What follows belongs to an exercise in optimizing a design on an open flow for small area; a production flow would make more cautious choices.
Function was checked by simulation only, so behaviour that the tests miss may differ from the original.
Power is estimated from default activity; no workload was simulated.

==> flow/design.v <==
`timescale 1ns / 1ps
module top_cmd_uart #(
    parameter integer CLOCK_FREQ = 100_000_000,
    parameter integer BAUD_RATE  = 115200
)(
    input  logic       clk,
    input  logic       reset,
    input  logic       RxD,
    output logic       TxD,
    output logic [7:0] led
);
    localparam logic [2:0] PS_LETTER = 3'd0, PS_COMMA = 3'd1, PS_FIRST = 3'd2,
                           PS_REST0 = 3'd4, PS_REST1 = 3'd5, PS_ANSWER = 3'd3;
    logic [2:0] ps;
    logic       sel;              
    logic [3:0] dt, du;           
    logic       rx_m;             
    logic       tx_m;             
    logic       idle;
    assign tx_m = (ps == PS_ANSWER);
    assign idle = !rx_m && !tx_m;
    localparam logic [9:0] T_END  = 10'b0100100000;   
    localparam logic [9:0] T_LOAD = 10'b0010111001;   
    localparam logic [9:0] T_HALF = 10'b0010111101;   
    logic [9:0] tmr;
    logic       tick;
    assign tick = (tmr == T_END);
    logic [3:0] s;
    logic [1:0] b;
    logic       s0;
    assign s0 = (s == 4'd0);
    always_ff @(posedge clk) begin
        if (idle) begin
            tmr    <= T_HALF;
            {b, s} <= {2'd3, 4'd7};
        end else if (tick) begin
            tmr    <= T_LOAD;
            if (s0) s <= 4'd4;
            else    {b, s} <= {b, s} + 6'd1;
        end else begin
            tmr    <= {tmr[8:0], tmr[9] ~^ tmr[6]};
        end
    end
    logic byte_end;               
    assign byte_end = rx_m && tick && s0;
    always_ff @(posedge clk or posedge reset) begin
        if (reset)                 rx_m <= 1'b0;
        else if (idle && !RxD)     rx_m <= 1'b1;
        else if (byte_end)         rx_m <= 1'b0;
    end
    always_ff @(posedge clk or posedge reset) begin
        if (reset)                       led <= 8'd0;
        else if (rx_m && tick && s[3])   led <= {RxD, led[7:1]};
    end
    logic is_digit, is_eol, digit_in;
    assign is_digit = (led[7:4] == 4'h3) && (led[3:0] <= 4'd9);
    assign is_eol   = (led == 8'h0A) || (led == 8'h0D);
    assign digit_in = byte_end && is_digit;
    always_ff @(posedge clk or posedge reset) begin
        if (reset) begin
            ps <= PS_LETTER;
        end else if (tx_m) begin
            if (tick && s0 && b == 2'd0) ps <= PS_LETTER;
        end else if (byte_end) begin
            case (ps)
                PS_LETTER: if (led == "P" || led == "M") ps <= PS_COMMA;
                PS_COMMA:  ps <= (led == ",") ? PS_FIRST : PS_LETTER;
                PS_FIRST:  ps <= is_digit ? PS_REST0 : PS_LETTER;
                PS_REST0: begin
                    if (is_digit)    ps <= PS_REST1;
                    else if (is_eol) ps <= PS_ANSWER;
                end
                PS_REST1: if (is_eol) ps <= PS_ANSWER;
                default:  ps <= PS_LETTER;
            endcase
        end
    end
    always_ff @(posedge clk) begin
        if (byte_end && ps == PS_LETTER && led == "P") sel <= 1'b0;
        if (byte_end && ps == PS_LETTER && led == "M") sel <= 1'b1;
    end
    logic [4:0]  ph;
    logic [95:0] ring;
    logic        cy;              
    logic        iterw;           
    logic        stop, ph0, ph31, dec;
    logic        padit, odd, cur_c, opx, opy, sum, fb;
    assign ph0   = (ph == 5'd0);
    assign ph31  = (ph == 5'd31);
    assign stop  = (dt == 4'd0) && (sel ? (du == 4'd0) : (du <= 4'd2));
    assign dec   = ph31 && tx_m && !stop;
    assign padit = iterw && !sel;
    assign odd   = ph[0];
    assign opx   = tx_m && (padit ? ring[0] : (ring[64] | (sel & odd)));
    assign opy   = padit && ring[32];
    assign cur_c = ph0 ? (tx_m ? (iterw & sel) : !sel) : cy;
    assign sum   = opx ^ opy ^ cur_c;
    assign fb    = sum & !(sel & odd);
    always_ff @(posedge clk) begin
        ring <= {fb, ring[95:1]};
        cy   <= (opx & opy) | (cur_c & (opx ^ opy));
        if (ph31) iterw <= tx_m && !stop;
    end
    always_ff @(posedge clk or posedge reset) begin
        if (reset) ph <= 5'd0;
        else       ph <= ph + 5'd1;
    end
    always_ff @(posedge clk or posedge reset) begin
        if (reset)                               dt <= 4'd0;
        else if (digit_in && ps == PS_REST0)     dt <= du;
        else if (dec && du == 4'd0)              dt <= dt - 4'd1;
    end
    always_ff @(posedge clk) begin
        if (digit_in)     du <= led[3:0];
        else if (dec)     du <= (du == 4'd0) ? 4'd9 : du - 4'd1;
    end
    logic nb;
    always_ff @(posedge clk) begin
        if (s[3]) begin
            if (ph == {~b, s[2:0]}) nb <= ring[64];
        end else begin
            nb <= (s != 4'd7);
        end
    end
    always_ff @(posedge clk) begin
        if (!tx_m)      TxD <= 1'b1;
        else if (tick)  TxD <= nb;
    end
endmodule
export LEC_CHECK = 0
export CAP_MARGIN = 20
export CORE_MARGIN = 2
export CORE_UTILIZATION = 40
export CTS_BUF_LIST = sky130_fd_sc_hd__clkbuf_8
export SLEW_MARGIN = 20
create_clock -name core_clock -period 10.0 [get_ports {clk}]
standard.sh (not shown) runs the stock make flow with config.mk's settings and CLKGATE_MAP_FILE= SYNTH_SCRIPT=/design/flow/synth_recipe.tcl, a recipe that flattens the netlist after the stock synthesis.
==> flow/flow/run.sh <==
#!/bin/bash
# The standard layout with two changes:
#  - synthesis maps the combinational logic with an area-oriented ABC script
#    (the registers are the standard synthesis's);
#  - clock tree synthesis inserts no dummy loads.
set -euo pipefail
here=$PWD
cat flow/abc_wrap.tcl synth_recipe.tcl > synth_area.tcl
sed "s#SYNTH_SCRIPT=[^ ]*#SYNTH_SCRIPT=$here/synth_area.tcl#" standard.sh > standard_area.sh
export AREA_ABC_SCRIPT=$here/flow/area.abc
export CTS_ARGS="-sink_clustering_enable -repair_clock_nets -buf_list sky130_fd_sc_hd__clkbuf_8 -dont_use_dummy_load"
bash standard_area.sh finish > standard.log 2>&1
==> flow/flow/abc_wrap.tcl <==
# Prepended to the standard flow's synthesis script: the final ABC mapping of the
# combinational logic uses an area-oriented script (flow/area.abc) instead of
# ORFS's delay-oriented one. Registers are mapped before this step and are
# left as the standard synthesis makes them.
proc abc {args} {
  set i [lsearch $args -script]
  if {$i >= 0 && [info exists ::env(AREA_ABC_SCRIPT)]} {
    lset args [expr {$i + 1}] $::env(AREA_ABC_SCRIPT)
  }
  yosys abc {*}$args
}
==> flow/flow/area.abc <==
strash
&get -n
&deepsyn -T 20
&put
dch -f
amap
topo
Next try:
==> flow/flow/run.sh (replaced) <==
#!/bin/bash
# The standard layout, except that clock tree synthesis inserts no dummy
# loads (the tree is small and needs no load balancing).
set -euo pipefail
export CTS_ARGS="-sink_clustering_enable -repair_clock_nets -buf_list sky130_fd_sc_hd__clkbuf_8 -dont_use_dummy_load"
bash standard.sh finish > standard.log 2>&1
removed: flow/flow/abc_wrap.tcl
removed: flow/flow/area.abc
What happened:
- non-clock buffer count stays the same
- cell area climbs by 4.2%
- via count drops by about 5.6%
- maximum frequency climbs by 8.6%
- worst setup slack is better by 0.30 ns
- routed wire length drops by about 2.4%
- core utilization drops by 0.64 points
- total power climbs by about 11%
- count of clock-buffer cells in the layout does not change
- sequential cell count stays the same

[what the ideal ports hide]
Ports are ideal in the flow. The routed layouts listed here were re-timed in OpenROAD.
Step 1, drivers: a clkbuf_16 drives clk and a buf_2 each remaining input, both assumed.
Step 2 also shifts input and output timing later by t, the mid clock arrival at the registers, as if the neighbouring blocks saw the same clock.
Slacks: ideal ports / drivers / drivers and shift; pairs: ideal ports / drivers.
run | t, ns | slack for setup (ns) | latest minus earliest clock arrival (ns) | worst register clock-pin slew, ns | worst slew at a driven data input, ns
the first run | 0.436 | 6.219 / 6.219 / 6.219 | 0.034 / 0.034 | 0.08 / 0.08 | 0.03
the second run | 0.423 | 6.519 / 6.488 / 6.911 | 0.032 / 0.032 | 0.07 / 0.07 | 0.03
After both steps setup and hold are still met in every run listed.
